Context: an optimization exercise on an open-source flow, tuned for small area and a short achievable clock period. The choices shown serve that exercise and are no tape-out recipe. Function was checked by simulation only, so behaviour that the tests miss may differ from the original. Power and IR drop assume default switching activity.

Setup of v35:
## GameModeEazy
module GameModeEazy(
input wire clk,
input wire rst,
input wire load,
input wire [63:0] load_board,
input wire [3:0]btn,
input wire [3:0]mode,
output wire [63:0] num,
output wire [15:0] judge
    );
Size: roughly 2800 cells after synthesis, ~66 flip-flops.
Settings: LEC_CHECK=0, CAP_MARGIN=20, CORE_MARGIN=2, CORE_UTILIZATION=30, GPL_ROUTABILITY_DRIVEN=1, SLEW_MARGIN=20; clock period 28.0 ns.
standard.sh (not shown) runs the stock make flow with config.mk's settings and CLKGATE_MAP_FILE= SYNTH_SCRIPT=/design/flow/synth_recipe.tcl, a recipe that flattens the netlist after the stock synthesis.
==> flow/flow/run.sh <==
#!/bin/bash
# The standard layout (standard.sh: the standard synthesis and ORFS
# flow, unchanged), with these flow settings changed:
#  - SETUP_SLACK_MARGIN=20: the timing repair steps aim for a setup slack
#    margin well above zero, so the layout is optimised for speed rather
#    than only for the (loose) clock period; the SDC is the design's own;
#  - CORE_UTILIZATION=42: a smaller core, for shorter wires;
#  - every input and output port still gets a buffer, but a buf_1 cell
#    rather than the resizer's default pick (a slow delay buffer); the
#    timing repair may upsize it.
# The full tool output goes to standard.log in this folder.
set -uo pipefail
bash standard.sh SETUP_SLACK_MARGIN=20 CORE_UTILIZATION=48 REMOVE_ABC_BUFFERS=1 \
  "BUFFER_PORTS_ARGS=-buffer_cell sky130_fd_sc_hd__buf_1" finish > standard.log 2>&1
v35 went all the way through the flow, and no timing, DRC or antenna check failed.
Setup changes, v35 to v15
diff --git a/flow/flow/run.sh b/flow/flow/run.sh
--- a/flow/flow/run.sh
+++ b/flow/flow/run.sh
@@ -13 +13 @@
-bash standard.sh SETUP_SLACK_MARGIN=20 CORE_UTILIZATION=48 REMOVE_ABC_BUFFERS=1 \
+bash standard.sh SETUP_SLACK_MARGIN=20.4 CORE_UTILIZATION=42 REMOVE_ABC_BUFFERS=1 \
==> summary.txt <==
v15 completed end to end with timing, DRC and antenna clean.
Higher number of filler cells placed in the layout among v15 and v35: v15
v15 vs. v35: minimum hold slack now sits at about the same level; area of the multi-input gates increased by 1.3% relative to the old numbers.
From v35 to v15 the numbers moved as follows: design area saw an increase, non-clock buffer area fraction after layout saw an increase, global-route usage saw a decrease.
[v15] setup slack rose 0.43 ns relative to v35
Compared to v35, v15 has number of cells on the worst reg-to-reg path 2 higher.
Of the two values seen for standard cell with the maximum stage delay on the critical path, sky130_fd_sc_hd__dfxtp_2 was produced by v35 and sky130_fd_sc_hd__dfxtp_1 by v15.
> inputs changed (v15 -> v40)
diff --git a/flow/flow/run.sh b/flow/flow/run.sh
--- a/flow/flow/run.sh
+++ b/flow/flow/run.sh
@@ -13 +13 @@
-bash standard.sh SETUP_SLACK_MARGIN=20.4 CORE_UTILIZATION=42 REMOVE_ABC_BUFFERS=1 \
+bash standard.sh SETUP_SLACK_MARGIN=20.6 CORE_UTILIZATION=42 REMOVE_ABC_BUFFERS=1 \
Notes after the runs:
Where worst hold slack is concerned, v15 is better than v40.
In the metrics for v15 and v40, the one carrying the higher shortest clock period the worst path allows after layout is v15.
Between v15 and v40, routed length on met1 is lower for v15, v40 comes in above that.
The flow did not stop early for v40: all stages ran, and the layout cleared the timing, design-rule and antenna checks.
Modified inputs, v6 compared to v40
diff --git a/flow/flow/run.sh b/flow/flow/run.sh
--- a/flow/flow/run.sh
+++ b/flow/flow/run.sh
@@ -13 +13 @@
-bash standard.sh SETUP_SLACK_MARGIN=20.6 CORE_UTILIZATION=42 REMOVE_ABC_BUFFERS=1 \
+bash standard.sh SETUP_SLACK_MARGIN=20.5 CORE_UTILIZATION=42 REMOVE_ABC_BUFFERS=1 \
[summary]
- | leakage power | v6 vs v40 | better |
- Higher first-pass GRT wire length among v6 and v40: v40
- v6 vs. v40: wire length lower, setup slack now sits lower, required time of the critical path decreased 5.89 ns.
- Fraction of power consumed by the clock network of v40 is on par with v6.
- Diff v40 -> v6 | core utilization | decrease of 0.63 points
- v6 ends up with a critical path depth in cells that is 3 lower than in v40.
- Per the comparison of v6 with v40, global-route usage went down 0.32 points; time the worst path needs with I/O delays and setup went up 0.10 ns.

what the ideal ports hide:
In the flow no input, the clock included, has a driving cell. The finished layouts below were timed again as built, in two steps.
Step 1 sets driving cells, clkbuf_16 on the clock port and buf_2 on the other inputs (assumed; they add their load-dependent delay and slew).
Step 2 also shifts input and output timing later by t, the mid clock arrival at the registers, as if the neighbouring blocks saw the same clock.
Slacks: no drivers / after step 1 / after step 2; pairs: no drivers / after step 1.
run	t, ns	setup slack, ns	hold slack, ns	slew at the worst register clock pin (ns)	pins driven straight from the clock port
v35	0.461	19.957 / 19.902 / 19.619	0.537 / 0.537 / 0.537	0.07 / 0.07	1
v15	0.461	20.387 / 20.328 / 20.030	0.538 / 0.538 / 0.538	0.07 / 0.07	1
v40	0.458	20.594 / 20.558 / 20.168	0.532 / 0.532 / 0.532	0.07 / 0.07	1
v6	0.454	20.490 / 20.436 / 20.092	0.534 / 0.534 / 0.534	0.07 / 0.07	1
After both steps every run listed still meets setup and hold. For v40, which loses most, drivers alone change the setup slack by -0.036 ns; drivers and shift together by -0.426 ns.
